From an optimization exercise on the open Yosys and OpenROAD flow, aimed at small area, a short achievable clock period and few clock cycles per item; shortcuts taken in it are not production practice. No run shown here included a check of the RTL's function; only the layout flow was run. Power figures rest on the tool's default switching activity, not on a simulated workload.

`flow/design.v`:
```
module unpipelined_divider #
(
    parameter N = 32
)
(
    input wire [N-1:0] dividend,
    input wire [N-1:0] divisor,
    input wire start,
    input wire rst,
    input wire clk,
    output wire [N-1:0] quotient,
    output wire [N-1:0] remainder,
    output reg done
);
    reg [N-1:0] rem_reg;    
    reg [N-1:0] quot_reg;   
    reg         x_reg;      
    reg [4:0]   cnt;        
    reg         busy;
    wire [3:0] d_any, x_any;
    genvar k;
    generate
        for (k = 0; k < 4; k = k + 1) begin : byte_or
            or8 od (.a(divisor[8*k +: 8]), .y(d_any[k]));
            or8 ox (.a(dividend[8*k +: 8]), .y(x_any[k]));
        end
    endgenerate
    wire sk3, sk2, sk1;
    skip_dec sd (.d_any(d_any), .x_any(x_any), .sk3(sk3), .sk2(sk2), .sk1(sk1));
    wire [1:0] sh = {sk2, sk3 | (sk1 & ~sk2)};
    wire ld3 = start & sk3;
    wire ld2 = start & sk2 & ~sk3;
    wire ld1 = start & sk1 & ~sk2;
    wire [N-1:0] rem_load = ({N{ld3}} & {8'd0, dividend[N-1:8]}) |
                            ({N{ld2}} & {16'd0, dividend[N-1:16]}) |
                            ({N{ld1}} & {24'd0, dividend[N-1:24]});
    wire [N-1:0] x_by_cnt;
    generate
        for (k = 0; k < N - 1; k = k + 1) begin : xb
            assign x_by_cnt[k] = dividend[N-2-k];
        end
    endgenerate
    assign x_by_cnt[N-1] = 1'b0;
    wire x_first = dividend[{~sh, 3'b111}];
    wire [N:0] t = {rem_reg, x_reg};
    wire [N-1:0] diff;
    wire ge, ge_n;
    div_step step (.a(t[N-1:0]), .b(divisor), .top(t[N]), .diff(diff), .ge(ge),
                   .ge_n(ge_n));
    wire take;
    nor2 tk (.a(ge_n), .b(start), .y(take));
    wire [N-1:0] rem_hold = rem_load | ({N{~start}} & t[N-1:0]);
    wire [N-1:0] rem_next;
    generate
        for (k = 0; k < N; k = k + 1) begin : rnext
            mux2 mg (.s(take), .a(rem_hold[k]), .b(diff[k]), .y(rem_next[k]));
        end
    endgenerate
    always @(posedge clk) begin
        rem_reg <= rem_next;
        quot_reg <= start ? {N{1'b0}} : {quot_reg[N-2:0], ge};
        x_reg    <= start ? x_first : x_by_cnt[cnt];
    end
    always @(posedge clk or posedge rst) begin
        if (rst) begin
            busy <= 1'b0;
            done <= 1'b0;
            cnt  <= 5'd0;
        end else begin
            done <= busy && (cnt == 5'd31);
            if (start) begin
                busy <= 1'b1;
                cnt  <= {sh, 3'b000};
            end else if (busy) begin
                cnt <= cnt + 5'd1;
                if (cnt == 5'd31) busy <= 1'b0;
            end
        end
    end
    assign quotient  = quot_reg;
    assign remainder = rem_reg;
endmodule
module div_step (
    input  wire [31:0] a,
    input  wire [31:0] b,
    input  wire        top,
    output wire [31:0] diff,
    output wire        ge,
    output wire        ge_n
);
    wire x = top;
    wire g0_0;
    sk_gen0 l0 (.a(a[0]), .b(b[0]), .g(g0_0));
    wire g0_1, p0_1;
    sk_gen  lg1 (.a(a[1]), .b(b[1]), .g(g0_1));
    sk_prop lp1 (.a(a[1]), .b(b[1]), .p(p0_1));
    wire g0_2, p0_2;
    sk_gen  lg2 (.a(a[2]), .b(b[2]), .g(g0_2));
    sk_prop lp2 (.a(a[2]), .b(b[2]), .p(p0_2));
    wire g0_3, p0_3;
    sk_gen  lg3 (.a(a[3]), .b(b[3]), .g(g0_3));
    sk_prop lp3 (.a(a[3]), .b(b[3]), .p(p0_3));
    wire g0_4, p0_4;
    sk_gen  lg4 (.a(a[4]), .b(b[4]), .g(g0_4));
    sk_prop lp4 (.a(a[4]), .b(b[4]), .p(p0_4));
    wire g0_5, p0_5;
    sk_gen  lg5 (.a(a[5]), .b(b[5]), .g(g0_5));
    sk_prop lp5 (.a(a[5]), .b(b[5]), .p(p0_5));
    wire g0_6, p0_6;
    sk_gen  lg6 (.a(a[6]), .b(b[6]), .g(g0_6));
    sk_prop lp6 (.a(a[6]), .b(b[6]), .p(p0_6));
    wire g0_7, p0_7;
    sk_gen  lg7 (.a(a[7]), .b(b[7]), .g(g0_7));
    sk_prop lp7 (.a(a[7]), .b(b[7]), .p(p0_7));
    wire g0_8, p0_8;
    sk_gen  lg8 (.a(a[8]), .b(b[8]), .g(g0_8));
    sk_prop lp8 (.a(a[8]), .b(b[8]), .p(p0_8));
    wire g0_9, p0_9;
    sk_gen  lg9 (.a(a[9]), .b(b[9]), .g(g0_9));
    sk_prop lp9 (.a(a[9]), .b(b[9]), .p(p0_9));
    wire g0_10, p0_10;
    sk_gen  lg10 (.a(a[10]), .b(b[10]), .g(g0_10));
    sk_prop lp10 (.a(a[10]), .b(b[10]), .p(p0_10));
    wire g0_11, p0_11;
    sk_gen  lg11 (.a(a[11]), .b(b[11]), .g(g0_11));
    sk_prop lp11 (.a(a[11]), .b(b[11]), .p(p0_11));
    wire g0_12, p0_12;
    sk_gen  lg12 (.a(a[12]), .b(b[12]), .g(g0_12));
    sk_prop lp12 (.a(a[12]), .b(b[12]), .p(p0_12));
    wire g0_13, p0_13;
    sk_gen  lg13 (.a(a[13]), .b(b[13]), .g(g0_13));
    sk_prop lp13 (.a(a[13]), .b(b[13]), .p(p0_13));
    wire g0_14, p0_14;
    sk_gen  lg14 (.a(a[14]), .b(b[14]), .g(g0_14));
    sk_prop lp14 (.a(a[14]), .b(b[14]), .p(p0_14));
    wire g0_15, p0_15;
    sk_gen  lg15 (.a(a[15]), .b(b[15]), .g(g0_15));
    sk_prop lp15 (.a(a[15]), .b(b[15]), .p(p0_15));
    wire g0_16, p0_16;
    sk_gen  lg16 (.a(a[16]), .b(b[16]), .g(g0_16));
    sk_prop lp16 (.a(a[16]), .b(b[16]), .p(p0_16));
    wire g0_17, p0_17;
    sk_gen  lg17 (.a(a[17]), .b(b[17]), .g(g0_17));
    sk_prop lp17 (.a(a[17]), .b(b[17]), .p(p0_17));
    wire g0_18, p0_18;
    sk_gen  lg18 (.a(a[18]), .b(b[18]), .g(g0_18));
    sk_prop lp18 (.a(a[18]), .b(b[18]), .p(p0_18));
    wire g0_19, p0_19;
    sk_gen  lg19 (.a(a[19]), .b(b[19]), .g(g0_19));
    sk_prop lp19 (.a(a[19]), .b(b[19]), .p(p0_19));
    wire g0_20, p0_20;
    sk_gen  lg20 (.a(a[20]), .b(b[20]), .g(g0_20));
    sk_prop lp20 (.a(a[20]), .b(b[20]), .p(p0_20));
    wire g0_21, p0_21;
    sk_gen  lg21 (.a(a[21]), .b(b[21]), .g(g0_21));
    sk_prop lp21 (.a(a[21]), .b(b[21]), .p(p0_21));
    wire g0_22, p0_22;
    sk_gen  lg22 (.a(a[22]), .b(b[22]), .g(g0_22));
    sk_prop lp22 (.a(a[22]), .b(b[22]), .p(p0_22));
    wire g0_23, p0_23;
    sk_gen  lg23 (.a(a[23]), .b(b[23]), .g(g0_23));
    sk_prop lp23 (.a(a[23]), .b(b[23]), .p(p0_23));
    wire g0_24, p0_24;
    sk_gen  lg24 (.a(a[24]), .b(b[24]), .g(g0_24));
    sk_prop lp24 (.a(a[24]), .b(b[24]), .p(p0_24));
    wire g0_25, p0_25;
    sk_gen  lg25 (.a(a[25]), .b(b[25]), .g(g0_25));
    sk_prop lp25 (.a(a[25]), .b(b[25]), .p(p0_25));
    wire g0_26, p0_26;
    sk_gen  lg26 (.a(a[26]), .b(b[26]), .g(g0_26));
    sk_prop lp26 (.a(a[26]), .b(b[26]), .p(p0_26));
    wire g0_27, p0_27;
    sk_gen  lg27 (.a(a[27]), .b(b[27]), .g(g0_27));
    sk_prop lp27 (.a(a[27]), .b(b[27]), .p(p0_27));
    wire g0_28, p0_28;
    sk_gen  lg28 (.a(a[28]), .b(b[28]), .g(g0_28));
    sk_prop lp28 (.a(a[28]), .b(b[28]), .p(p0_28));
    wire g0_29, p0_29;
    sk_gen  lg29 (.a(a[29]), .b(b[29]), .g(g0_29));
    sk_prop lp29 (.a(a[29]), .b(b[29]), .p(p0_29));
    wire g0_30, p0_30;
    sk_gen  lg30 (.a(a[30]), .b(b[30]), .g(g0_30));
    sk_prop lp30 (.a(a[30]), .b(b[30]), .p(p0_30));
    wire g0_31, p0_31;
    sk_gen  lg31 (.a(a[31]), .b(b[31]), .g(g0_31));
    sk_prop lp31 (.a(a[31]), .b(b[31]), .p(p0_31));
    wire g1_1;
    sk_dotg_p n0 (.gh(g0_1), .ph(p0_1), .gl(g0_0), .g(g1_1));
    wire g1_3, p1_3;
    sk_dot_p n1 (.gh(g0_3), .ph(p0_3), .gl(g0_2), .pl(p0_2), .g(g1_3), .p(p1_3));
    wire g1_5, p1_5;
    sk_dot_p n2 (.gh(g0_5), .ph(p0_5), .gl(g0_4), .pl(p0_4), .g(g1_5), .p(p1_5));
    wire g1_7, p1_7;
    sk_dot_p n3 (.gh(g0_7), .ph(p0_7), .gl(g0_6), .pl(p0_6), .g(g1_7), .p(p1_7));
    wire g1_9, p1_9;
    sk_dot_p n4 (.gh(g0_9), .ph(p0_9), .gl(g0_8), .pl(p0_8), .g(g1_9), .p(p1_9));
    wire g1_11, p1_11;
    sk_dot_p n5 (.gh(g0_11), .ph(p0_11), .gl(g0_10), .pl(p0_10), .g(g1_11), .p(p1_11));
    wire g1_13, p1_13;
    sk_dot_p n6 (.gh(g0_13), .ph(p0_13), .gl(g0_12), .pl(p0_12), .g(g1_13), .p(p1_13));
    wire g1_15, p1_15;
    sk_dot_p n7 (.gh(g0_15), .ph(p0_15), .gl(g0_14), .pl(p0_14), .g(g1_15), .p(p1_15));
    wire g1_17, p1_17;
    sk_dot_p n8 (.gh(g0_17), .ph(p0_17), .gl(g0_16), .pl(p0_16), .g(g1_17), .p(p1_17));
    wire g1_19, p1_19;
    sk_dot_p n9 (.gh(g0_19), .ph(p0_19), .gl(g0_18), .pl(p0_18), .g(g1_19), .p(p1_19));
    wire g1_21, p1_21;
    sk_dot_p n10 (.gh(g0_21), .ph(p0_21), .gl(g0_20), .pl(p0_20), .g(g1_21), .p(p1_21));
    wire g1_23, p1_23;
    sk_dot_p n11 (.gh(g0_23), .ph(p0_23), .gl(g0_22), .pl(p0_22), .g(g1_23), .p(p1_23));
    wire g1_25, p1_25;
    sk_dot_p n12 (.gh(g0_25), .ph(p0_25), .gl(g0_24), .pl(p0_24), .g(g1_25), .p(p1_25));
    wire g1_27, p1_27;
    sk_dot_p n13 (.gh(g0_27), .ph(p0_27), .gl(g0_26), .pl(p0_26), .g(g1_27), .p(p1_27));
    wire g1_29, p1_29;
    sk_dot_p n14 (.gh(g0_29), .ph(p0_29), .gl(g0_28), .pl(p0_28), .g(g1_29), .p(p1_29));
    wire g1_31, p1_31;
    sk_dot_p n15 (.gh(g0_31), .ph(p0_31), .gl(g0_30), .pl(p0_30), .g(g1_31), .p(p1_31));
    wire g1_1_c;
    sk_inv i_g1_1 (.a(g1_1), .y(g1_1_c));
    wire g2_2;
    sk_dotg_p n16 (.gh(g0_2), .ph(p0_2), .gl(g1_1_c), .g(g2_2));
    wire g2_3;
    sk_dotg_n n17 (.gh(g1_3), .ph(p1_3), .gl(g1_1), .g(g2_3));
    wire g1_5_c;
    sk_inv i_g1_5 (.a(g1_5), .y(g1_5_c));
    wire p1_5_c;
    sk_inv i_p1_5 (.a(p1_5), .y(p1_5_c));
    wire g2_6, p2_6;
    sk_dot_p n18 (.gh(g0_6), .ph(p0_6), .gl(g1_5_c), .pl(p1_5_c), .g(g2_6), .p(p2_6));
    wire g2_7, p2_7;
    sk_dot_n n19 (.gh(g1_7), .ph(p1_7), .gl(g1_5), .pl(p1_5), .g(g2_7), .p(p2_7));
    wire g1_9_c;
    sk_inv i_g1_9 (.a(g1_9), .y(g1_9_c));
    wire p1_9_c;
    sk_inv i_p1_9 (.a(p1_9), .y(p1_9_c));
    wire g2_10, p2_10;
    sk_dot_p n20 (.gh(g0_10), .ph(p0_10), .gl(g1_9_c), .pl(p1_9_c), .g(g2_10), .p(p2_10));
    wire g2_11, p2_11;
    sk_dot_n n21 (.gh(g1_11), .ph(p1_11), .gl(g1_9), .pl(p1_9), .g(g2_11), .p(p2_11));
    wire g1_13_c;
    sk_inv i_g1_13 (.a(g1_13), .y(g1_13_c));
    wire p1_13_c;
    sk_inv i_p1_13 (.a(p1_13), .y(p1_13_c));
    wire g2_14, p2_14;
    sk_dot_p n22 (.gh(g0_14), .ph(p0_14), .gl(g1_13_c), .pl(p1_13_c), .g(g2_14), .p(p2_14));
    wire g2_15, p2_15;
    sk_dot_n n23 (.gh(g1_15), .ph(p1_15), .gl(g1_13), .pl(p1_13), .g(g2_15), .p(p2_15));
    wire g1_17_c;
    sk_inv i_g1_17 (.a(g1_17), .y(g1_17_c));
    wire p1_17_c;
    sk_inv i_p1_17 (.a(p1_17), .y(p1_17_c));
    wire g2_18, p2_18;
    sk_dot_p n24 (.gh(g0_18), .ph(p0_18), .gl(g1_17_c), .pl(p1_17_c), .g(g2_18), .p(p2_18));
    wire g2_19, p2_19;
    sk_dot_n n25 (.gh(g1_19), .ph(p1_19), .gl(g1_17), .pl(p1_17), .g(g2_19), .p(p2_19));
    wire g1_21_c;
    sk_inv i_g1_21 (.a(g1_21), .y(g1_21_c));
    wire p1_21_c;
    sk_inv i_p1_21 (.a(p1_21), .y(p1_21_c));
    wire g2_22, p2_22;
    sk_dot_p n26 (.gh(g0_22), .ph(p0_22), .gl(g1_21_c), .pl(p1_21_c), .g(g2_22), .p(p2_22));
    wire g2_23, p2_23;
    sk_dot_n n27 (.gh(g1_23), .ph(p1_23), .gl(g1_21), .pl(p1_21), .g(g2_23), .p(p2_23));
    wire g1_25_c;
    sk_inv i_g1_25 (.a(g1_25), .y(g1_25_c));
    wire p1_25_c;
    sk_inv i_p1_25 (.a(p1_25), .y(p1_25_c));
    wire g2_26, p2_26;
    sk_dot_p n28 (.gh(g0_26), .ph(p0_26), .gl(g1_25_c), .pl(p1_25_c), .g(g2_26), .p(p2_26));
    wire g2_27, p2_27;
    sk_dot_n n29 (.gh(g1_27), .ph(p1_27), .gl(g1_25), .pl(p1_25), .g(g2_27), .p(p2_27));
    wire g1_29_c;
    sk_inv i_g1_29 (.a(g1_29), .y(g1_29_c));
    wire p1_29_c;
    sk_inv i_p1_29 (.a(p1_29), .y(p1_29_c));
    wire g2_30, p2_30;
    sk_dot_p n30 (.gh(g0_30), .ph(p0_30), .gl(g1_29_c), .pl(p1_29_c), .g(g2_30), .p(p2_30));
    wire g2_31, p2_31;
    sk_dot_n n31 (.gh(g1_31), .ph(p1_31), .gl(g1_29), .pl(p1_29), .g(g2_31), .p(p2_31));
    wire g3_4;
    sk_dotg_p n32 (.gh(g0_4), .ph(p0_4), .gl(g2_3), .g(g3_4));
    wire g2_3_c;
    sk_inv i_g2_3 (.a(g2_3), .y(g2_3_c));
    wire g3_5;
    sk_dotg_n n33 (.gh(g1_5), .ph(p1_5), .gl(g2_3_c), .g(g3_5));
    wire g3_6;
    sk_dotg_n n34 (.gh(g2_6), .ph(p2_6), .gl(g2_3_c), .g(g3_6));
    wire g3_7;
    sk_dotg_p n35 (.gh(g2_7), .ph(p2_7), .gl(g2_3), .g(g3_7));
    wire g3_12, p3_12;
    sk_dot_p n36 (.gh(g0_12), .ph(p0_12), .gl(g2_11), .pl(p2_11), .g(g3_12), .p(p3_12));
    wire g2_11_c;
    sk_inv i_g2_11 (.a(g2_11), .y(g2_11_c));
    wire p2_11_c;
    sk_inv i_p2_11 (.a(p2_11), .y(p2_11_c));
    wire g3_13, p3_13;
    sk_dot_n n37 (.gh(g1_13), .ph(p1_13), .gl(g2_11_c), .pl(p2_11_c), .g(g3_13), .p(p3_13));
    wire g3_14, p3_14;
    sk_dot_n n38 (.gh(g2_14), .ph(p2_14), .gl(g2_11_c), .pl(p2_11_c), .g(g3_14), .p(p3_14));
    wire g3_15, p3_15;
    sk_dot_p n39 (.gh(g2_15), .ph(p2_15), .gl(g2_11), .pl(p2_11), .g(g3_15), .p(p3_15));
    wire g3_20, p3_20;
    sk_dot_p n40 (.gh(g0_20), .ph(p0_20), .gl(g2_19), .pl(p2_19), .g(g3_20), .p(p3_20));
    wire g2_19_c;
    sk_inv i_g2_19 (.a(g2_19), .y(g2_19_c));
    wire p2_19_c;
    sk_inv i_p2_19 (.a(p2_19), .y(p2_19_c));
    wire g3_21, p3_21;
    sk_dot_n n41 (.gh(g1_21), .ph(p1_21), .gl(g2_19_c), .pl(p2_19_c), .g(g3_21), .p(p3_21));
    wire g3_22, p3_22;
    sk_dot_n n42 (.gh(g2_22), .ph(p2_22), .gl(g2_19_c), .pl(p2_19_c), .g(g3_22), .p(p3_22));
    wire g3_23, p3_23;
    sk_dot_p n43 (.gh(g2_23), .ph(p2_23), .gl(g2_19), .pl(p2_19), .g(g3_23), .p(p3_23));
    wire g3_28, p3_28;
    sk_dot_p n44 (.gh(g0_28), .ph(p0_28), .gl(g2_27), .pl(p2_27), .g(g3_28), .p(p3_28));
    wire g2_27_c;
    sk_inv i_g2_27 (.a(g2_27), .y(g2_27_c));
    wire p2_27_c;
    sk_inv i_p2_27 (.a(p2_27), .y(p2_27_c));
    wire g3_29, p3_29;
    sk_dot_n n45 (.gh(g1_29), .ph(p1_29), .gl(g2_27_c), .pl(p2_27_c), .g(g3_29), .p(p3_29));
    wire g3_30, p3_30;
    sk_dot_n n46 (.gh(g2_30), .ph(p2_30), .gl(g2_27_c), .pl(p2_27_c), .g(g3_30), .p(p3_30));
    wire g3_31, p3_31;
    sk_dot_p n47 (.gh(g2_31), .ph(p2_31), .gl(g2_27), .pl(p2_27), .g(g3_31), .p(p3_31));
    wire g3_7_c;
    sk_inv i_g3_7 (.a(g3_7), .y(g3_7_c));
    wire g4_8;
    sk_dotg_p n48 (.gh(g0_8), .ph(p0_8), .gl(g3_7_c), .g(g4_8));
    wire g4_9;
    sk_dotg_n n49 (.gh(g1_9), .ph(p1_9), .gl(g3_7), .g(g4_9));
    wire g4_10;
    sk_dotg_n n50 (.gh(g2_10), .ph(p2_10), .gl(g3_7), .g(g4_10));
    wire g4_11;
    sk_dotg_p n51 (.gh(g2_11), .ph(p2_11), .gl(g3_7_c), .g(g4_11));
    wire g4_12;
    sk_dotg_n n52 (.gh(g3_12), .ph(p3_12), .gl(g3_7), .g(g4_12));
    wire g4_13;
    sk_dotg_p n53 (.gh(g3_13), .ph(p3_13), .gl(g3_7_c), .g(g4_13));
    wire g4_14;
    sk_dotg_p n54 (.gh(g3_14), .ph(p3_14), .gl(g3_7_c), .g(g4_14));
    wire g4_15;
    sk_dotg_n n55 (.gh(g3_15), .ph(p3_15), .gl(g3_7), .g(g4_15));
    wire g3_23_c;
    sk_inv i_g3_23 (.a(g3_23), .y(g3_23_c));
    wire p3_23_c;
    sk_inv i_p3_23 (.a(p3_23), .y(p3_23_c));
    wire g4_24, p4_24;
    sk_dot_p n56 (.gh(g0_24), .ph(p0_24), .gl(g3_23_c), .pl(p3_23_c), .g(g4_24), .p(p4_24));
    wire g4_25, p4_25;
    sk_dot_n n57 (.gh(g1_25), .ph(p1_25), .gl(g3_23), .pl(p3_23), .g(g4_25), .p(p4_25));
    wire g4_26, p4_26;
    sk_dot_n n58 (.gh(g2_26), .ph(p2_26), .gl(g3_23), .pl(p3_23), .g(g4_26), .p(p4_26));
    wire g4_27, p4_27;
    sk_dot_p n59 (.gh(g2_27), .ph(p2_27), .gl(g3_23_c), .pl(p3_23_c), .g(g4_27), .p(p4_27));
    wire g4_28, p4_28;
    sk_dot_n n60 (.gh(g3_28), .ph(p3_28), .gl(g3_23), .pl(p3_23), .g(g4_28), .p(p4_28));
    wire g4_29, p4_29;
    sk_dot_p n61 (.gh(g3_29), .ph(p3_29), .gl(g3_23_c), .pl(p3_23_c), .g(g4_29), .p(p4_29));
    wire g4_30, p4_30;
    sk_dot_p n62 (.gh(g3_30), .ph(p3_30), .gl(g3_23_c), .pl(p3_23_c), .g(g4_30), .p(p4_30));
    wire g4_31, p4_31;
    sk_dot_n n63 (.gh(g3_31), .ph(p3_31), .gl(g3_23), .pl(p3_23), .g(g4_31), .p(p4_31));
    wire g5_16;
    sk_dotg_p n64 (.gh(g0_16), .ph(p0_16), .gl(g4_15), .g(g5_16));
    wire g4_15_c;
    sk_inv i_g4_15 (.a(g4_15), .y(g4_15_c));
    wire g5_17;
    sk_dotg_n n65 (.gh(g1_17), .ph(p1_17), .gl(g4_15_c), .g(g5_17));
    wire g5_18;
    sk_dotg_n n66 (.gh(g2_18), .ph(p2_18), .gl(g4_15_c), .g(g5_18));
    wire g5_19;
    sk_dotg_p n67 (.gh(g2_19), .ph(p2_19), .gl(g4_15), .g(g5_19));
    wire g5_20;
    sk_dotg_n n68 (.gh(g3_20), .ph(p3_20), .gl(g4_15_c), .g(g5_20));
    wire g5_21;
    sk_dotg_p n69 (.gh(g3_21), .ph(p3_21), .gl(g4_15), .g(g5_21));
    wire g5_22;
    sk_dotg_p n70 (.gh(g3_22), .ph(p3_22), .gl(g4_15), .g(g5_22));
    wire g5_23;
    sk_dotg_n n71 (.gh(g3_23), .ph(p3_23), .gl(g4_15_c), .g(g5_23));
    wire g5_24;
    sk_dotg_n n72 (.gh(g4_24), .ph(p4_24), .gl(g4_15_c), .g(g5_24));
    wire g5_25;
    sk_dotg_p n73 (.gh(g4_25), .ph(p4_25), .gl(g4_15), .g(g5_25));
    wire g5_26;
    sk_dotg_p n74 (.gh(g4_26), .ph(p4_26), .gl(g4_15), .g(g5_26));
    wire g5_27;
    sk_dotg_n n75 (.gh(g4_27), .ph(p4_27), .gl(g4_15_c), .g(g5_27));
    wire g5_28;
    sk_dotg_p n76 (.gh(g4_28), .ph(p4_28), .gl(g4_15), .g(g5_28));
    wire g5_29;
    sk_dotg_n n77 (.gh(g4_29), .ph(p4_29), .gl(g4_15_c), .g(g5_29));
    wire g5_30;
    sk_dotg_n n78 (.gh(g4_30), .ph(p4_30), .gl(g4_15_c), .g(g5_30));
    wire g5_31;
    sk_dotg_p_x n79 (.gh(g4_31), .ph(p4_31), .gl(g4_15), .x(x), .g(g5_31));
    assign ge_n = g5_31;
    sk_inv i_ge (.a(g5_31), .y(ge));
    sk_diff0 s0 (.a(a[0]), .b(b[0]), .s(diff[0]));
    sk_sum s1 (.p(p0_1), .c(g0_0), .s(diff[1]));
    sk_sumn s2 (.p(p0_2), .c(g1_1), .s(diff[2]));
    sk_sumn s3 (.p(p0_3), .c(g2_2), .s(diff[3]));
    sk_sum s4 (.p(p0_4), .c(g2_3), .s(diff[4]));
    sk_sumn s5 (.p(p0_5), .c(g3_4), .s(diff[5]));
    sk_sum s6 (.p(p0_6), .c(g3_5), .s(diff[6]));
    sk_sum s7 (.p(p0_7), .c(g3_6), .s(diff[7]));
    sk_sumn s8 (.p(p0_8), .c(g3_7), .s(diff[8]));
    sk_sumn s9 (.p(p0_9), .c(g4_8), .s(diff[9]));
    sk_sum s10 (.p(p0_10), .c(g4_9), .s(diff[10]));
    sk_sum s11 (.p(p0_11), .c(g4_10), .s(diff[11]));
    sk_sumn s12 (.p(p0_12), .c(g4_11), .s(diff[12]));
    sk_sum s13 (.p(p0_13), .c(g4_12), .s(diff[13]));
    sk_sumn s14 (.p(p0_14), .c(g4_13), .s(diff[14]));
    sk_sumn s15 (.p(p0_15), .c(g4_14), .s(diff[15]));
    sk_sum s16 (.p(p0_16), .c(g4_15), .s(diff[16]));
    sk_sumn s17 (.p(p0_17), .c(g5_16), .s(diff[17]));
    sk_sum s18 (.p(p0_18), .c(g5_17), .s(diff[18]));
    sk_sum s19 (.p(p0_19), .c(g5_18), .s(diff[19]));
    sk_sumn s20 (.p(p0_20), .c(g5_19), .s(diff[20]));
    sk_sum s21 (.p(p0_21), .c(g5_20), .s(diff[21]));
    sk_sumn s22 (.p(p0_22), .c(g5_21), .s(diff[22]));
    sk_sumn s23 (.p(p0_23), .c(g5_22), .s(diff[23]));
    sk_sum s24 (.p(p0_24), .c(g5_23), .s(diff[24]));
    sk_sum s25 (.p(p0_25), .c(g5_24), .s(diff[25]));
    sk_sumn s26 (.p(p0_26), .c(g5_25), .s(diff[26]));
    sk_sumn s27 (.p(p0_27), .c(g5_26), .s(diff[27]));
    sk_sum s28 (.p(p0_28), .c(g5_27), .s(diff[28]));
    sk_sumn s29 (.p(p0_29), .c(g5_28), .s(diff[29]));
    sk_sum s30 (.p(p0_30), .c(g5_29), .s(diff[30]));
    sk_sum s31 (.p(p0_31), .c(g5_30), .s(diff[31]));
endmodule
module nor2 (input wire a, input wire b, output wire y);
    assign y = ~(a | b);
endmodule
module mux2 (input wire s, input wire a, input wire b, output wire y);
    assign y = s ? b : a;
endmodule
module or8 (input wire [7:0] a, output wire y);
    assign y = |a;
endmodule
module skip_dec (input wire [3:0] d_any, input wire [3:0] x_any,
                 output wire sk3, output wire sk2, output wire sk1);
    wire d_nz = |d_any;
    assign sk3 = d_any[3] | (d_nz & ~(|x_any[3:1]));
    assign sk2 = (|d_any[3:2]) | (d_nz & ~(|x_any[3:2]));
    assign sk1 = (|d_any[3:1]) | (d_nz & ~x_any[3]);
endmodule
module sk_gen0 (input wire a, input wire b, output wire g);
    assign g = a | ~b;
endmodule
module sk_gen (input wire a, input wire b, output wire g);
    assign g = a & ~b;
endmodule
module sk_prop (input wire a, input wire b, output wire p);
    assign p = ~(a ^ b);
endmodule
module sk_dot_p (input wire gh, input wire ph, input wire gl, input wire pl,
                 output wire g, output wire p);
    assign g = ~(gh | (ph & gl));
    assign p = ~(ph & pl);
endmodule
module sk_dot_pi (input wire gh, input wire ph, input wire gl, input wire pl,
                  output wire g, output wire p);
    assign g = ~(gh | (ph & ~gl));
    assign p = ~(ph & ~pl);
endmodule
module sk_dot_n (input wire gh, input wire ph, input wire gl, input wire pl,
                 output wire g, output wire p);
    assign g = ~(gh & (ph | gl));
    assign p = ~(ph | pl);
endmodule
module sk_dot_ni (input wire gh, input wire ph, input wire gl, input wire pl,
                  output wire g, output wire p);
    assign g = ~(gh & (ph | ~gl));
    assign p = ~(ph | ~pl);
endmodule
module sk_dotg_p (input wire gh, input wire ph, input wire gl, output wire g);
    assign g = ~(gh | (ph & gl));
endmodule
module sk_dotg_pi (input wire gh, input wire ph, input wire gl, output wire g);
    assign g = ~(gh | (ph & ~gl));
endmodule
module sk_dotg_n (input wire gh, input wire ph, input wire gl, output wire g);
    assign g = ~(gh & (ph | gl));
endmodule
module sk_dotg_ni (input wire gh, input wire ph, input wire gl, output wire g);
    assign g = ~(gh & (ph | ~gl));
endmodule
module sk_dotg_p_x (input wire gh, input wire ph, input wire gl, input wire x,
                    output wire g);
    assign g = ~(x | gh | (ph & gl));
endmodule
module sk_dotg_pi_x (input wire gh, input wire ph, input wire gl, input wire x,
                     output wire g);
    assign g = ~(x | gh | (ph & ~gl));
endmodule
module sk_dotg_n_x (input wire gh, input wire ph, input wire gl, input wire x,
                    output wire g);
    assign g = x | ~(gh & (ph | gl));
endmodule
module sk_dotg_ni_x (input wire gh, input wire ph, input wire gl, input wire x,
                     output wire g);
    assign g = x | ~(gh & (ph | ~gl));
endmodule
module sk_inv (input wire a, output wire y);
    assign y = ~a;
endmodule
module sk_sum (input wire p, input wire c, output wire s);
    assign s = p ^ c;
endmodule
module sk_sumn (input wire p, input wire c, output wire s);
    assign s = ~(p ^ c);
endmodule
module sk_diff0 (input wire a, input wire b, output wire s);
    assign s = a ^ b;
endmodule
```
`flow/flow/run.sh`:
```
#!/bin/bash
# The standard layout (standard.sh) with two changes:
#  - the final ABC mapping of the standard synthesis uses flow/abc_map.script
#    (ORFS's speed script without its blanket upsizing);
#  - the port buffers are the library's smallest plain buffer (buffer_ports
#    otherwise picks a delay cell).
set -euo pipefail
here=$(pwd)
export FLOW_SYNTH_TCL=$here/synth_recipe.tcl
export MY_ABC_SCRIPT=$here/flow/abc_map.script
export BUFFER_PORTS_ARGS="-buffer_cell sky130_fd_sc_hd__buf_1"
sed "s#SYNTH_SCRIPT=[^ ]*#SYNTH_SCRIPT=$here/flow/my_synth.tcl#" standard.sh > my_standard.sh
grep -q "SYNTH_SCRIPT=$here/flow/my_synth.tcl" my_standard.sh
bash my_standard.sh > standard.log 2>&1
```
`flow/flow/abc_map.script`:
```
&get -n
&st
&dch
&nf
&st
&syn2
&if -g -K 6
&synch2
&nf
&st
&syn2
&if -g -K 6
&synch2
&nf
&st
&syn2
&if -g -K 6
&synch2
&nf
&st
&syn2
&if -g -K 6
&synch2
&nf
&st
&syn2
&if -g -K 6
&synch2
&nf
&put
buffer -c
topo
stime -c

dnsize -c
```
`flow/flow/my_synth.tcl`:
```
# The standard flow's synthesis (synth_recipe.tcl, unchanged), except that the final ABC
# technology mapping runs flow/abc_map.script instead of ORFS's speed script
proc abc {args} {
  set i [lsearch -exact $args -script]
  if {$i >= 0} {
    lset args [expr {$i + 1}] $::env(MY_ABC_SCRIPT)
  }
  yosys abc {*}$args
}
source $::env(FLOW_SYNTH_TCL)
```
`flow/standard.sh`:
```
#!/bin/bash
# synth_recipe.tcl (not shown) runs the flow's synth.tcl, then flattens the netlist and writes it again
# the make line also repeats each setting of config.mk as NAME=value (left out here)
make -C /OpenROAD-flow-scripts/flow DESIGN_CONFIG=/design/flow/config.mk WORK_HOME=/design/flow/orfs CLKGATE_MAP_FILE= SYNTH_SCRIPT=/design/flow/synth_recipe.tcl "${@:-finish}"
```
`flow/config.mk`:
```
export PLATFORM = sky130hd
export DESIGN_NAME = unpipelined_divider
export DESIGN_NICKNAME = unpipelined_divider
export VERILOG_FILES = /design/flow/design.v
export SDC_FILE = /design/flow/constraint.sdc
export NUM_CORES = 4
export LEC_CHECK = 0
export CAP_MARGIN = 20
export CORE_MARGIN = 2
export CORE_UTILIZATION = 45
export CTS_BUF_LIST = sky130_fd_sc_hd__clkbuf_4 sky130_fd_sc_hd__clkbuf_8
export SETUP_SLACK_MARGIN = 1.0
export SLEW_MARGIN = 20
export SYNTH_HIERARCHICAL = 1
export SYNTH_MINIMUM_KEEP_SIZE = 0
```
`flow/constraint.sdc`:
```
create_clock -name core_clock -period 4.0 [get_ports {clk}]
set_input_delay 0.8000 -clock core_clock [delete_from_list [all_inputs] [get_ports {clk}]]
set_output_delay 0.8000 -clock core_clock [all_outputs]
set_load 0.01 [all_outputs]
```
==> results of run 1 <==
[placed cells by master, fill, tap and decap left out, types with 17 or more instances in the layout]
cell type  count
mux2_2        33
xnor2_1       47
xor2_1        18
dfxtp_1       65
nor2b_1       72
o21ai_0       40
buf_1        130
a22oi_1       17
a21oi_1       49
nand2_1       40
nor2_1        43
inv_1         32
[how the worst max path moves through the flow]
stage | startpoint | endpoint | slack (ns) | depth (start not counted)
3_3_place_gp | divisor[17] | rem_reg[7] | 0.73 | 10
3_5_place_dp | divisor[1] | rem_reg[5] | 0.65 | 10
4_1_cts | divisor[1] | rem_reg[11] | 1.01 | 10
6_report | divisor[9] | rem_reg[31] | 1.19 | 10
2_1_floorplan | divisor[9] | rem_reg[0] | 1.04 | 8
5_1_grt | divisor[17] | rem_reg[3] | 1.01 | 10
[worst reg2reg max path: stages (launching register included)]
cell and delay, ns:
dfxtp_1 0.34, xnor2_1 0.28, a21oi_1 0.16, o21ai_0 0.41, a21oi_1 0.18, o21ai_4 0.19
inv_1 0.23, o21ai_0 0.31, xor2_1 0.10, mux2_2 0.27
[repair_timing]
| action | 4_1_cts | 5_1_grt |
|---|---|---|
| buffers inserted | 0 | 1 |
| hold buffers | 0 | 0 |
| gates resized for setup | 0 | 2 |
| endpoints found under the setup margin | 0 | 24 |
[metrics by stage]
step / total power, W / hold WS (ns) / utilization (%) / instance area [um2]
finish: 0.00316 / 0.337 / 55.7 / 5470
global route: 0.00341 / 0.342 / 55.7 / 5470
CTS: 0.00318 / 0.328 / 55.5 / 5450
detailed placement: 0.00261 / 0.450 / 53.7 / 5270
global placement: 0.00258 / 0.443 / 53.7 / 5270
floorplan: 0.00220 / 0.492 / - / 4620
[power groups by stage]
stage	clock, W	combinational, W	sequential [W]
global placement	0	0.00154	0.00104
CTS	0.000572	0.00158	0.00103
detailed placement	0	0.00157	0.00105
floorplan	0	0.00114	0.00107
global route	0.000601	0.00175	0.00105
finish	0.000552	0.00158	0.00103
[layout make-up]
class                           instances  area, um2
Tap cell                              133        166
Multi-Input combinational cell        429       2960
Timing Repair Buffer                  138        562
Inverter                               32        120
Clock buffer                            9        124
Sequential cell                        72       1480
Clock inverter                          7       60.1
Fill cell                            1010       4350
[metal layers]
layer | up-vias | share of wire [%]
met5 | - | 0
met4 | 0 | 1.7
met3 | 15 | 6.8
met2 | 162 | 48
met1 | 2090 | 43
li1 | 2167 | -
==> summary.txt, run 1 <==
I/O pin cnt 132; fmax 355 MHz; M1 GR Usage 27.2%; Synth Cell Area 4590 um2; nets 751; GRT Util Overall 22.2%; reg-to-reg setup timing slack 1.43 ns; fin. max-slew vios 0; Int Pwr 0.00182 W; global-route met2 utilization 38.0%; Detail Placement HPWL 9540 um; Overflow after GRT 0; Root Buffer clkbuf_8; Worst EP arrival 3.05 ns; GPL Wtd Cong 0.901; RSZ-0062 raised after global routing no; RR Startpoint rem_reg[8]; switching share of power 42.4%; Initial DRT Pass Iterations 5; CTS H-tree lvls 3; Power Dens Cells 578 nW/um2; TritonCTS clock tree done; routed vias 4,434; CP top delay family compound AO/OA/AOI/OAI gates; core area 9820 um2; Max Clock Skew 0.00994 ns; CP Class in2reg; worst-margin pin slew 0.888 ns; Skew-Pair Late Insertion Delay 0.35 ns; area delta synth->final 19.2%; n_diodes 0; Tmin final 2.81 ns; IO Port Bufs 131; Finished Layout Cells 820; share of cells above drive strength 1 10.3%; via count of the first global-routing pass 4,190; Clk pwr share 17.4%; Sink Count 72; antenna-violating nets left 0; Die Span Y 105 um; Mapped Cells 552; slowest stage cell on the critical path o21ai_0; Worst setup SP type input port; vias per cell 5.41; status finished clean; P_leak 2.04 nW; CTS Buffer Depth 2; sequential power share 32.6%; post-synth net total 621; combinational share of power 50.0%; Clk pin slew, worst setup/hold paths 0.08 ns; placed insts 803; Sw Pwr 0.00134 W; maxcap violations 0; min-delay worst type in2async; Req. time, crit path 4.24 ns; overall routed net length 12,600 um; Initial Util 46.7%; grt met3 use 5.68%; initial antenna violation count 0; die width 105 um; worst vdd rail ir drop 0.264 mV; routed len/inst 15.3 um; setup TNS 0 ns; GRT busiest layer met2; Buf+Inv Stages, Crit Path 2; Die ar. 11,000 um2; critical register-to-register path endpoint rem_reg[31]; Critical Path Max Stage Delay 0.41 ns; Yosys Warn Count 7; Setup crit end kind register; first-pass GRT wire length 19,900 um; Slew headroom 40.8%; largest net degree at the start of global routing 58; crit share post-route 70.4%; # rows 36; DR iter-0 viols 204; final hold violations 0; Mapped Avg Cell Area 8.31 um2; Num CTS Buffers 9; Final WS setup 1.19 ns; DRC viols 0; r2r worst-path depth 9; peak fanout along the critical path 10; final setup fails 0; crit-path cells buf_1 > xnor2_1 > a21oi_1 > o21ai_0 > a21oi_1 > o21ai_4 > inv_1 > o21ai_0 > xor2_1 > mux2_2; Place WS 0.646 ns
==> run 2: changes to the inputs <==
--- a/flow/config.mk
+++ b/flow/config.mk
@@ -9,5 +9,5 @@
 export CORE_MARGIN = 2
-export CORE_UTILIZATION = 45
+export CORE_UTILIZATION = 55
 export CTS_BUF_LIST = sky130_fd_sc_hd__clkbuf_4 sky130_fd_sc_hd__clkbuf_8
-export SETUP_SLACK_MARGIN = 1.0
+export SETUP_SLACK_MARGIN = 0.8
 export SLEW_MARGIN = 20
==> run 2 against run 1 <==
Critical path type unchanged. Cell count shrank 3.0%. Clock skew grew 0.0022 ns. Maximum frequency shrank 5.2%. Critical endpoint is now rem_reg[30]. Via count grew 0.27%. Still clean.
==> summary.txt, run 2 <==
first-pass GRT wire length 18,500 um (was 19,900 um); via count of the first global-routing pass 3,898 (was 4,190); Tmin final 2.97 ns (was 2.81 ns); commonest non-fill, non-tap cell in the layout buf_1 (unchanged); CTS H-tree lvls 3 (unchanged); Req. time, crit path 4.25 ns (was 4.24 ns); Sink Count 72 (unchanged); DRC viols 0 (unchanged); Power Dens Cells 589 nW/um2 (was 578 nW/um2); fin. max-slew vios 0 (unchanged); post-synth net total 621 (unchanged); Die Span Y 95.3 um (was 105 um); Initial DRT Pass Iterations 5 (unchanged); core area 8130 um2 (was 9820 um2); Synth Cell Area 4590 um2 (unchanged); Mapped Cells 552 (unchanged); Skew-Pair Late Insertion Delay 0.36 ns (was 0.35 ns); Hold-fix buffers, CTS 0 (unchanged); final setup fails 0 (unchanged); register area 1480 um2 (unchanged); leading cell types in the layout, fill and taps excluded buf_1, nor2b_1, dfxtp_1, a21oi_1, xnor2_1 (unchanged); worst vdd rail ir drop 0.329 mV (was 0.264 mV); TritonCTS clock tree done (unchanged); Initial Util 56.4% (was 46.7%); area delta synth->final 18.8% (was 19.2%); Worst EP arrival 3.22 ns (was 3.05 ns); status finished clean (unchanged); peak fanout along the critical path 9 (was 10); maxcap violations 0 (unchanged); nets 754 (was 751); Root Buffer clkbuf_8 (unchanged); overall routed net length 12,200 um (was 12,600 um); setup TNS 0 ns (unchanged); initial antenna violation count 0 (unchanged); Worst setup SP type input port (unchanged); worst-margin pin slew 0.697 ns (was 0.888 ns); n_diodes 0 (unchanged); routed len/inst 15.3 um (about the same); die width 95.3 um (was 105 um); antenna-violating nets left 0 (unchanged); CTS Buffer Depth 2 (unchanged); I/O pin cnt 132 (unchanged); crit share post-route 74.2% (was 70.4%); CP top delay family compound AO/OA/AOI/OAI gates (unchanged); share of cells above drive strength 1 10.4% (was 10.3%); crit-path cells buf_1 > xnor2_1 > a21oi_1 > o21ai_1 > a21oi_2 > o21ai_2 > buf_4 > inv_1 > o21ai_0 > xor2_1 > mux2_2 (was buf_1 > xnor2_1 > a21oi_1 > o21ai_0 > a21oi_1 > o21ai_4 > inv_1 > o21ai_0 > xor2_1 > mux2_2); Slew headroom 53.1% (was 40.8%); GPL Wtd Cong 0.865 (was 0.901); Max Clock Skew 0.0122 ns (was 0.00994 ns); slowest stage cell on the critical path a21oi_2 (was o21ai_0); IO Port Bufs 131 (unchanged); Overflow after GRT 0 (unchanged); vias per cell 5.59 (was 5.41); Buf+Inv Stages, Crit Path 3 (was 2); routed vias 4,446 (was 4,434); fmax 337 MHz (was 355 MHz); Detail Placement HPWL 8950 um (was 9540 um); # fillers 734 (was 1,010); GRT Util Overall 26.3% (was 22.2%); Num CTS Buffers 9 (unchanged); Yosys Warn Count 7 (unchanged); min-delay worst type in2async (unchanged); Die ar. 9090 um2 (was 11,000 um2); DR iter-0 viols 209 (was 204); Setup crit end kind register (unchanged); Mapped Avg Cell Area 8.31 um2 (unchanged); largest net degree at the start of global routing 40 (was 58); Critical Path Max Stage Delay 0.43 ns (was 0.41 ns); Clk pin slew, worst setup/hold paths 0.09 ns (was 0.08 ns); Multi-input gate area 2960 um2 (about the same); RSZ-0062 raised after global routing no (unchanged); P_leak 2.05 nW (was 2.04 nW); # rows 33 (was 36); CP Class in2reg (unchanged); Total Power 0.00321 W (was 0.00316 W); final hold violations 0 (unchanged)
## run 2: cell type report
class                      count  area share, %
tap                          105           2.41
sequential                    72           27.1
multi-input combinational    430           54.2
clock buffer                   9           2.27
timing repair buffer         140           10.7
clock inverter                 7           1.15
inverter                      32           2.20
## run 2: repair_timing
action	4_1_cts	5_1_grt
pin swaps	1	2
setup endpoints to repair	32	32
resized for setup	2	1
setup buffers	0	2
cloned	1	0
## run 2: final timing paths
check,startpoint,end,slack (ns),cells past startpoint
worst max-delay path,divisor[1],rem_reg[30],1.03,11
worst min-delay path,rst,cnt[2],0.33,2
worst max register to register,rem_reg[0],rem_reg[30],1.23,10
worst min register to register,quot_reg[19],quot_reg[20],0.47,1
max in group asynchronous,rst,cnt[4],3.47,2
min in group core_clock,quot_reg[19],quot_reg[20],0.47,1
## run 2: per-stage QoR
step	std cells	hold WS, ns	area [um2]	utilization (%)	setup WS (ns)
floorplan	552	0.492	4600	-	0.818
global placement	775	0.439	5200	64.0	0.391
detailed placement	775	0.449	5200	64.0	0.337
CTS	792	0.322	5400	66.4	0.857
global route	795	0.332	5450	67.1	0.882
finish	795	0.327	5450	67.1	1.03
## run 2: layer usage
metal	track usage, %	vias up	wire length, um	part of all wire (%)
met5	0	-	0	0
met1	32.8	2086	5350	44
met3	4.82	12	710	5.8
met4	7.49	0	126	1.0
met2	46.1	162	5980	49
li1	-	2186	-	-
## run 2: power breakdown
group / internal [W] / switching, W
Combinational: 0.000742 / 0.000875
Clock: 0.000239 / 0.000319
Sequential: 0.000862 / 0.000173
Total: 0.00184 / 0.00137
==> run 3: changes to the inputs <==
--- a/flow/design.v
+++ b/flow/design.v
@@ -63,2 +63,6 @@
     end
+    always @(posedge clk) begin
+        if (start) cnt <= {sh, 3'b000};
+        else       cnt <= cnt + 5'd1;
+    end
     always @(posedge clk or posedge rst) begin
@@ -67,12 +71,8 @@
             done <= 1'b0;
-            cnt  <= 5'd0;
         end else begin
             done <= busy && (cnt == 5'd31);
-            if (start) begin
+            if (start)
                 busy <= 1'b1;
-                cnt  <= {sh, 3'b000};
-            end else if (busy) begin
-                cnt <= cnt + 5'd1;
-                if (cnt == 5'd31) busy <= 1'b0;
-            end
+            else if (cnt == 5'd31)
+                busy <= 1'b0;
         end
--- a/flow/config.mk
+++ b/flow/config.mk
@@ -11,3 +11,3 @@
 export CTS_BUF_LIST = sky130_fd_sc_hd__clkbuf_4 sky130_fd_sc_hd__clkbuf_8
-export SETUP_SLACK_MARGIN = 0.8
+export SETUP_SLACK_MARGIN = 1.0
 export SLEW_MARGIN = 20
==> run 3 against run 2 <==
First-iteration DRC count grew 34%. Sequential power about the same. Count of clock-buffer cells in the layout is the same. Still clean. Non-clock buffer count fell by 1. Synthesized cell count shrank 0.18%. Critical path depth fell by 1. Highest routed layer unchanged. Cell count stayed put. Sequential cell count unchanged. Global-route usage increased by 1.1 points.
==> summary.txt, run 3 <==
DRC viols 0 (unchanged); status finished clean (unchanged); Tmin final 2.85 ns (was 2.97 ns); GRT Util Overall 27.4% (was 26.3%); core area 8130 um2 (unchanged); switching share of power 42.1% (was 42.6%); reg-to-reg setup timing slack 1.32 ns (was 1.23 ns); via count of the first global-routing pass 4,041 (was 3,898); Place WS 0.734 ns (was 0.337 ns); Yosys Warn Count 7 (unchanged); CP Class in2reg (unchanged); RR Startpoint rem_reg[0] (unchanged); maxcap violations 0 (unchanged); final setup fails 0 (unchanged); RSZ-0062 raised after global routing no (unchanged); GPL Wtd Cong 0.989 (was 0.865); Num CTS Buffers 9 (unchanged); Mapped Cells 551 (was 552); Util after Layout 66.9% (was 67.1%); Initial DRT Pass Iterations 5 (unchanged); Slew headroom 59.0% (was 53.1%); min-delay worst type in2async (unchanged); n_diodes 0 (unchanged); first-pass GRT wire length 19,300 um (was 18,500 um); Sw Pwr 0.00138 W (was 0.00137 W); Power Dens Cells 602 nW/um2 (was 589 nW/um2); share of cells above drive strength 1 10.0% (was 10.4%); largest net degree at the start of global routing 47 (was 40); Worst setup SP type input port (unchanged); Sink Count 72 (unchanged); IO Port Bufs 131 (unchanged); Detail Placement HPWL 9290 um (was 8950 um); initial antenna violation count 0 (unchanged); Skew-Pair Late Insertion Delay 0.35 ns (was 0.36 ns); post-synth net total 620 (was 621); area delta synth->final 19.3% (was 18.8%); DR iter-0 viols 281 (was 209); leading cell types in the layout, fill and taps excluded buf_1, nor2b_1, dfxtp_1, a21oi_1, xnor2_1 (unchanged); r2r worst-path depth 9 (was 10); TritonCTS clock tree done (unchanged); Total Power 0.00327 W (was 0.00321 W); fin. max-slew vios 0 (unchanged); I/O pin cnt 132 (unchanged); overall routed net length 12,300 um (was 12,200 um); Initial Util 56.1% (was 56.4%); Worst EP arrival 3.08 ns (was 3.22 ns); sequential power share 31.7% (was 32.2%); worst vdd rail ir drop 0.299 mV (was 0.329 mV); crit share post-route 71.2% (was 74.2%); Root Buffer clkbuf_8 (unchanged); Req. time, crit path 4.23 ns (was 4.25 ns); fmax 351 MHz (was 337 MHz); setup TNS 0 ns (unchanged); Max Clock Skew 0.0161 ns (was 0.0122 ns); Die Span Y 95.1 um (was 95.3 um); antenna-violating nets left 0 (unchanged); peak fanout along the critical path 28 (was 9); Synth Cell Area 4560 um2 (was 4590 um2); routed len/inst 15.5 um (was 15.3 um); Die ar. 9030 um2 (was 9090 um2); Mapped Avg Cell Area 8.27 um2 (was 8.31 um2); critical register-to-register path endpoint rem_reg[24] (was rem_reg[30]); die width 95.1 um (was 95.3 um); final hold violations 0 (unchanged); Int Pwr 0.00190 W (was 0.00184 W); Clk pwr share 18.7% (was 17.4%); CTS Buffer Depth 2 (unchanged); Setup crit end kind register (unchanged); routed vias 4,414 (was 4,446); vias per cell 5.55 (was 5.59); combinational share of power 49.6% (was 50.4%); # rows 33 (unchanged); Overflow after GRT 0 (unchanged); worst-margin pin slew 0.614 ns (was 0.697 ns); nets 754 (unchanged); P_leak 2.08 nW (was 2.05 nW); Clk pin slew, worst setup/hold paths 0.09 ns (about the same); Final WS setup 1.15 ns (was 1.03 ns); CTS H-tree lvls 3 (unchanged); hold slack 0.261 ns (was 0.327 ns); commonest non-fill, non-tap cell in the layout buf_1 (unchanged)
==> run 3: layer usage <==
| layer | part of all wire [%] | global-route usage (%) | vias up |
|---|---|---|---|
| met5 | 0 | 0 | - |
| met3 | 6.1 | 6.17 | 23 |
| li1 | - | - | 2178 |
| met4 | 1.8 | 9.18 | 0 |
| met2 | 45 | 43.6 | 153 |
| met1 | 47 | 36.8 | 2060 |
==> run 3: layout make-up <==
| class | instances | area (um2) |
|---|---|---|
| Multi-Input combinational cell | 428 | 2950 |
| Timing Repair Buffer | 139 | 566 |
| Sequential cell | 72 | 1450 |
| Clock buffer | 9 | 124 |
| Tap cell | 105 | 131 |
| Fill cell | 732 | 2690 |
| Clock inverter | 7 | 86.3 |
| Inverter | 35 | 131 |
==> run 3: worst max-delay path by stage <==
stage / start / to / slack (ns) / cells past startpoint
global route: divisor[1] / rem_reg[24] / 1.00 / 10
finish: divisor[1] / rem_reg[24] / 1.15 / 10
floorplan: divisor[9] / rem_reg[0] / 1.04 / 8
CTS: divisor[10] / rem_reg[19] / 1.12 / 10
global placement: divisor[10] / rem_reg[10] / 0.80 / 10
detailed placement: divisor[9] / rem_reg[11] / 0.73 / 10
==> run 3: metrics by stage <==
stage | instances | area, um2
6_report | 795 | 5440
5_1_grt | 795 | 5440
4_1_cts | 793 | 5420
3_5_place_dp | 777 | 5210
3_3_place_gp | 777 | 5210
2_1_floorplan | 551 | 4590
==> run 3: power by group through the flow <==
stage | registers, W | clock network [W] | logic, W
3_3_place_gp | 0.00105 | 0 | 0.00155
5_1_grt | 0.00106 | 0.000652 | 0.00179
4_1_cts | 0.00104 | 0.000625 | 0.00159
3_5_place_dp | 0.00105 | 0 | 0.00157
2_1_floorplan | 0.00107 | 0 | 0.00114
6_report | 0.00104 | 0.000613 | 0.00162
==> run 3: timing repair <==
| action | CTS | global route |
|---|---|---|
| hold buffers | 0 | 0 |
| setup endpoints to repair | 0 | 31 |
| gates resized for setup | 0 | 2 |
| setup buffers | 0 | 2 |
==> run 3: worst max-delay path, cell delays in order <==
cell and delay [ns]:
buf_1 0.11, xnor2_1 0.16, a21oi_1 0.31, o21ai_2 0.16, a21oi_2 0.45, o21ai_4 0.18, a211oi_2 0.31, nor2_4 0.11
buf_12 0.20, mux2_2 0.28
==> run 4: changes to the inputs <==
--- a/flow/config.mk
+++ b/flow/config.mk
@@ -11,3 +11,3 @@
 export CTS_BUF_LIST = sky130_fd_sc_hd__clkbuf_4 sky130_fd_sc_hd__clkbuf_8
-export SETUP_SLACK_MARGIN = 1.0
+export SETUP_SLACK_MARGIN = 0.9
 export SLEW_MARGIN = 20
==> run 4 against run 3 <==
Critical path depth unchanged. Total power increased by 3.6%. Synthesized cell count is the same. Via count is 0.41% higher. First-iteration DRC count down 5.7%. Combinational power about the same. Sequential cell count unchanged. Global-route usage up 0.95 points. Setup slack worse by 0.13 ns. Synthesized area is the same. Wire length grew 3.1%. Critical endpoint is now rem_reg[7]. Largest cell class unchanged.
==> summary.txt, run 4 <==
setup TNS 0 ns (unchanged); Overflow after GRT 0 (unchanged); Sink Count 72 (unchanged); routed len/inst 15.9 um (was 15.5 um); GPL Wtd Cong 0.955 (was 0.989); Worst EP arrival 3.23 ns (was 3.08 ns); Mapped Avg Cell Area 8.27 um2 (unchanged); Die Span Y 95.1 um (unchanged); Setup crit end kind register (unchanged); GRT Util Overall 28.3% (was 27.4%); peak fanout along the critical path 17 (was 28); crit-path cells buf_1 > nor4_1 > nand2_1 > nor3_1 > o41ai_2 > buf_4 > and2_1 > a22o_1 > a221o_1 > mux2_2 (was buf_1 > xnor2_1 > a21oi_1 > o21ai_2 > a21oi_2 > o21ai_4 > a211oi_2 > nor2_4 > buf_12 > mux2_2); P_leak 2.10 nW (was 2.08 nW); hold slack 0.260 ns (was 0.261 ns); CP top delay family simple AND/OR/NAND/NOR gates (was compound AO/OA/AOI/OAI gates); crit share post-route 74.6% (was 71.2%); initial antenna violation count 0 (unchanged); core area 8130 um2 (unchanged); Yosys Warn Count 7 (unchanged); status finished clean (unchanged); Hold-fix buffers, CTS 0 (unchanged); # fillers 724 (was 732); Power Dens Cells 619 nW/um2 (was 602 nW/um2); IO Port Bufs 131 (unchanged); placed cell areas 5180 um2 (was 5210 um2); Root Buffer clkbuf_8 (unchanged); share of cells above drive strength 1 9.86% (was 10.0%); Max Clock Skew 0.0154 ns (was 0.0161 ns); via count of the first global-routing pass 4,078 (was 4,041); vias per cell 5.57 (was 5.55); die width 95.1 um (unchanged); Design Area, Final 5480 um2 (was 5440 um2); TritonCTS clock tree done (unchanged); Num CTS Buffers 9 (unchanged); RSZ-0062 raised after global routing no (unchanged); Skew-Pair Late Insertion Delay 0.36 ns (was 0.35 ns); fmax 335 MHz (was 351 MHz); routed vias 4,432 (was 4,414); worst-margin pin slew 0.683 ns (was 0.614 ns); Critical Path Max Stage Delay 0.37 ns (was 0.45 ns); CTS H-tree lvls 3 (unchanged); Initial Util 56.1% (unchanged); post-synth net total 620 (unchanged); overall routed net length 12,700 um (was 12,300 um); first-pass GRT wire length 19,800 um (was 19,300 um); Synth Cell Area 4560 um2 (unchanged); slowest stage cell on the critical path and2_1 (was a21oi_2); area delta synth->final 20.3% (was 19.3%); nets 754 (unchanged); Clk pin slew, worst setup/hold paths 0.08 ns (was 0.09 ns); Req. time, crit path 4.25 ns (was 4.23 ns); # rows 33 (unchanged); largest net degree at the start of global routing 52 (was 47); final setup fails 0 (unchanged); Worst setup SP type input port (unchanged); Die ar. 9030 um2 (unchanged); antenna-violating nets left 0 (unchanged); commonest non-fill, non-tap cell in the layout buf_1 (unchanged); CP Class in2reg (unchanged); n_diodes 0 (unchanged); DR iter-0 viols 265 (was 281); I/O pin cnt 132 (unchanged); Buf+Inv Stages, Crit Path 2 (unchanged); fin. max-slew vios 0 (unchanged); CTS Buffer Depth 2 (unchanged); worst vdd rail ir drop 0.284 mV (was 0.299 mV); Detail Placement HPWL 9160 um (was 9290 um); Slew headroom 54.4% (was 59.0%); Tmin final 2.98 ns (was 2.85 ns); leading cell types in the layout, fill and taps excluded buf_1, nor2b_1, dfxtp_1, a21oi_1, xnor2_1 (unchanged); maxcap violations 0 (unchanged); Mapped Cells 551 (unchanged); min-delay worst type in2async (unchanged); final hold violations 0 (unchanged); Initial DRT Pass Iterations 5 (unchanged); DRC viols 0 (unchanged)
[run 4: power by group]
group	leakage (nW)	switching, W	internal, W	total [W]
Combinational	1.38	0.000888	0.000748	0.00164
Sequential	0.598	0.000178	0.000862	0.00104
Clock	0.121	0.000291	0.000424	0.000716
[run 4: final cells by class]
| class | instances | area, um2 | area share, % |
|---|---|---|---|
| tap | 105 | 131 | 2.40 |
| multi-input combinational | 429 | 2950 | 53.8 |
| clock buffer | 10 | 131 | 2.40 |
| sequential | 72 | 1450 | 26.5 |
| inverter | 35 | 131 | 2.40 |
| clock inverter | 6 | 115 | 2.10 |
| timing repair buffer | 138 | 571 | 10.4 |
[run 4: metrics by stage]
| step | setup slack (ns) | util [%] | std cells | total power [W] |
|---|---|---|---|---|
| global placement | 0.508 | 63.6 | 776 | 0.00256 |
| finish | 1.02 | 67.4 | 795 | 0.00339 |
| floorplan | 0.908 | - | 551 | 0.00219 |
| CTS | 0.998 | 66.9 | 793 | 0.00335 |
| detailed placement | 0.428 | 63.6 | 776 | 0.00260 |
| global route | 0.901 | 67.4 | 795 | 0.00363 |
[run 4: worst paths after layout]
kind	start	to	slack, ns	cells past startpoint
max reg2reg	rem_reg[16]	rem_reg[15]	1.35	9
min in group core_clock	quot_reg[26]	quot_reg[27]	0.46	1
min reg2reg	quot_reg[26]	quot_reg[27]	0.46	1
min	rst	done	0.26	2
max	divisor[15]	rem_reg[7]	1.02	10
max in group asynchronous	rst	busy	3.62	2
[run 4: per-layer routing]
| metal | track usage, % | wire length (um) | vias up |
|---|---|---|---|
| met5 | 0 | 0 | - |
| met2 | 46.8 | 6100 | 179 |
| met3 | 5.93 | 910 | 23 |
| met4 | 10.3 | 232 | 0 |
| met1 | 36.6 | 5440 | 2048 |
| li1 | - | - | 2182 |
[run 4: repair_timing]
| action | 4_1_cts | 5_1_grt |
|---|---|---|
| buffers inserted | 0 | 2 |
| endpoints found under the setup margin | 32 | 32 |
| pin swaps | 1 | 2 |
| gates resized for setup | 2 | 1 |
| cloned | 1 | 0 |
==> run 5: changes to the inputs <==
--- a/flow/design.v
+++ b/flow/design.v
@@ -44,3 +44,3 @@
     wire x_first = dividend[{~sh, 3'b111}];
-    wire [N:0] t = {rem_reg, x_reg};
+    wire [N:0] t = {rem_reg, x_reg} & {(N+1){~start}};
     wire [N-1:0] diff;
@@ -49,5 +49,3 @@
                    .ge_n(ge_n));
-    wire take;
-    nor2 tk (.a(ge_n), .b(start), .y(take));
-    wire [N-1:0] rem_hold = rem_load | ({N{~start}} & t[N-1:0]);
+    wire [N-1:0] rem_hold = rem_load | t[N-1:0];
     wire [N-1:0] rem_next;
@@ -55,3 +53,3 @@
         for (k = 0; k < N; k = k + 1) begin : rnext
-            mux2 mg (.s(take), .a(rem_hold[k]), .b(diff[k]), .y(rem_next[k]));
+            mux2 mg (.s(ge_n), .a(diff[k]), .b(rem_hold[k]), .y(rem_next[k]));
         end
@@ -433,5 +431,2 @@
 endmodule
-module nor2 (input wire a, input wire b, output wire y);
-    assign y = ~(a | b);
-endmodule
 module mux2 (input wire s, input wire a, input wire b, output wire y);
--- a/flow/config.mk
+++ b/flow/config.mk
@@ -11,3 +11,3 @@
 export CTS_BUF_LIST = sky130_fd_sc_hd__clkbuf_4 sky130_fd_sc_hd__clkbuf_8
-export SETUP_SLACK_MARGIN = 0.9
+export SETUP_SLACK_MARGIN = 1.25
 export SLEW_MARGIN = 20
==> run 5 against run 4 <==
Highest routed layer unchanged. Critical endpoint is now rem_reg[1]. Worst hold slack got worse by 0.0099 ns. Sequential share of layout area down 3.8 points. Global-route usage decreased by 0.91 points.
==> summary.txt, run 5 <==
sequential power share 29.0% (was 30.7%); largest net degree at the start of global routing 23 (was 52); CP Class in2reg (unchanged); Overflow after GRT 0 (unchanged); crit share post-route 70.1% (was 74.6%); Mapped Avg Cell Area 8.23 um2 (was 8.27 um2); final setup fails 0 (unchanged); Int Pwr 0.00212 W (was 0.00203 W); via count of the first global-routing pass 4,164 (was 4,078); Num CTS Buffers 9 (unchanged); Mapped Cells 571 (was 551); reg-to-reg setup timing slack 1.51 ns (was 1.35 ns); Synth Cell Area 4700 um2 (was 4560 um2); peak fanout along the critical path 8 (was 17); Sink Count 72 (unchanged); Detail Placement HPWL 9170 um (was 9160 um); Multi-input gate area 3580 um2 (was 2950 um2); nets 794 (was 754); Slew headroom 50.8% (was 54.4%); setup TNS 0 ns (unchanged); Critical Path Max Stage Delay 0.41 ns (was 0.37 ns); GPL Wtd Cong 0.924 (was 0.955); initial antenna violation count 0 (unchanged); DRC viols 0 (unchanged); share of cells above drive strength 1 25.8% (was 9.86%); Tmin final 2.80 ns (was 2.98 ns); Clk pwr share 17.7% (was 21.1%); Worst EP arrival 3.05 ns (was 3.23 ns); RR Startpoint rem_reg[1] (was rem_reg[16]); overall routed net length 14,000 um (was 12,700 um); register area 1450 um2 (unchanged); vias per cell 5.70 (was 5.57); die width 96.4 um (was 95.1 um); Skew-Pair Late Insertion Delay 0.36 ns (about the same); Yosys Warn Count 7 (unchanged); Req. time, crit path 4.25 ns (about the same); min-delay worst type in2async (unchanged); Initial Util 56.9% (was 56.1%); CP top delay family simple AND/OR/NAND/NOR gates (unchanged); routed len/inst 16.7 um (was 15.9 um); IO Port Bufs 131 (unchanged); area delta synth->final 36.3% (was 20.3%); worst vdd rail ir drop 0.304 mV (was 0.284 mV); maxcap violations 0 (unchanged); Die Span Y 96.4 um (was 95.1 um); first-pass GRT wire length 19,600 um (was 19,800 um); core area 8260 um2 (was 8130 um2); # fillers 638 (was 724); leading cell types in the layout, fill and taps excluded buf_1, dfxtp_1, nor2b_1, a21oi_1, nand2_1 (was buf_1, nor2b_1, dfxtp_1, a21oi_1, xnor2_1); RSZ-0062 raised after global routing yes (was no); final hold violations 0 (unchanged); # rows 33 (unchanged); CTS H-tree lvls 3 (unchanged); Setup crit end kind register (unchanged); DR iter-0 viols 283 (was 265); r2r worst-path depth 12 (was 9); Worst setup SP type input port (unchanged); crit-path cells buf_1 > nor4_1 > nand2_1 > nor3_1 > o21ai_0 > nand2_1 > nor2_1 > a221o_1 > mux2_2 (was buf_1 > nor4_1 > nand2_1 > nor3_1 > o41ai_2 > buf_4 > and2_1 > a22o_1 > a221o_1 > mux2_2); Buf+Inv Stages, Crit Path 1 (was 2); Die ar. 9300 um2 (was 9030 um2); Sw Pwr 0.00138 W (was 0.00136 W); Design Area, Final 6400 um2 (was 5480 um2); antenna-violating nets left 0 (unchanged); routed vias 4,762 (was 4,432); worst-margin pin slew 0.738 ns (was 0.683 ns); commonest non-fill, non-tap cell in the layout buf_1 (unchanged); n_diodes 0 (unchanged); CTS Buffer Depth 2 (unchanged); I/O pin cnt 132 (unchanged); Max Clock Skew 0.0163 ns (was 0.0154 ns); GRT Util Overall 27.4% (was 28.3%); Initial DRT Pass Iterations 5 (unchanged); P_leak 2.58 nW (was 2.10 nW); fmax 357 MHz (was 335 MHz); Root Buffer clkbuf_8 (unchanged); slowest stage cell on the critical path a221o_1 (was and2_1); Clk pin slew, worst setup/hold paths 0.09 ns (was 0.08 ns); status finished clean (unchanged); critical register-to-register path endpoint rem_reg[9] (was rem_reg[15]); post-synth net total 640 (was 620); Most Frequent Cell on Critical Path nand2_1; TritonCTS clock tree done (unchanged); fin. max-slew vios 0 (unchanged); combinational share of power 53.3% (was 48.2%); switching share of power 39.4% (was 40.0%); placed cell areas 5420 um2 (was 5180 um2); Power Dens Cells 546 nW/um2 (was 619 nW/um2)
-- run 5: worst max path at each step --
stage                  from  slack, ns     endpoint  cells after the start
2_1_floorplan         start       0.43   rem_reg[0]                     11
3_3_place_gp          start       0.41   rem_reg[2]                     10
3_5_place_dp          start       0.31   rem_reg[1]                     11
4_1_cts               start       1.25  rem_reg[16]                     11
5_1_grt        dividend[28]       1.20   rem_reg[6]                     10
6_report        divisor[15]       1.20   rem_reg[1]                      9
-- run 5: power groups by stage --
stage                     Sequential [W]  Clock (W)  Combinational (W)
final                            0.00101   0.000618            0.00186
after global routing             0.00104   0.000664            0.00200
after CTS                        0.00100   0.000633            0.00166
after detailed placement         0.00102          0            0.00149
after global placement           0.00102          0            0.00147
after floorplan                  0.00106          0            0.00107
-- run 5: what timing repair did --
item | in CTS | in global routing
endpoints found under the setup margin | 33 | 33
setup buffers | 8 | 9
hold buffers | 0 | 0
pin swaps | 6 | 24
gates cloned | 3 | 4
gates resized for setup | 37 | 87
-- run 5: metrics by stage --
step	hold WS [ns]	utilization, %	std cells	power (W)	worst slack (ns)
floorplan	0.441	-	571	0.00213	0.430
global placement	0.445	65.7	795	0.00249	0.409
detailed placement	0.449	65.7	795	0.00251	0.306
CTS	0.237	71.6	822	0.00329	1.25
global route	0.247	77.5	835	0.00370	1.20
finish	0.250	77.5	835	0.00349	1.20
-- run 5: worst register-to-register path: stages (launching register included) --
cell and delay [ns]:
dfxtp_1 0.33, nor2b_2 0.17, xnor2_1 0.31, nand2_1 0.15, o21ai_4 0.23, a21oi_4 0.12, buf_4 0.16, buf_4 0.13
buf_4 0.14, inv_1 0.13, a21oi_1 0.11, xnor2_1 0.14, mux2_2 0.25
-- run 5: layout make-up --
class | instances | area share, %
Timing Repair Buffer | 163 | 14.1
Inverter | 33 | 1.93
Multi-Input combinational cell | 446 | 56.0
Clock buffer | 9 | 1.93
Sequential cell | 72 | 22.7
Tap cell | 105 | 2.05
Clock inverter | 7 | 1.31
-- run 5: per-layer routing --
layer	share of wire, %	up-vias	track usage [%]
li1	-	2270	-
met5	0	-	0
met1	44	2266	35.9
met2	48	207	45.9
met4	1.2	0	8.45
met3	6.6	19	5.04

[re-timing with driven ports]
How much do the figures lean on ideal ports? The routed layouts below were timed once more, with nothing changed but the port constraints. Step 1 sets driving cells, clkbuf_16 on the clock port and buf_2 on the other inputs (assumed; they add their load-dependent delay and slew). Step 2 adds t to the input delays and takes it off the output delays; t is the mean of the earliest and latest rising clock arrival at the registers after step 1. Input paths then give back, and output paths get back, about the clock's delay inside the block. Slacks: no drivers / after step 1 / after step 2; pairs: no drivers / after step 1.
| run | t, ns | slack for setup (ns) | worst setup path at the end | slew at the worst register clock pin (ns) | pins driven straight from the clock port |
|---|---|---|---|---|---|
| run 1 | 0.378 | 1.186 / 1.198 / 0.820 | input to register | 0.09 / 0.09 | 1 |
| run 2 | 0.384 | 1.033 / 1.048 / 0.664 | input to register | 0.09 / 0.09 | 1 |
| run 3 | 0.375 | 1.151 / 1.161 / 0.786 | input to register | 0.09 / 0.09 | 1 |
| run 4 | 0.382 | 1.018 / 1.020 / 0.638 | input to register | 0.08 / 0.08 | 1 |
| run 5 | 0.384 | 1.197 / 1.206 / 0.822 | input to register | 0.09 / 0.09 | 1 |
After both steps setup and hold are still met in every run listed. The setup slack of run 4, which loses most, moves by +0.002 ns with the drivers and by -0.380 ns with both steps.
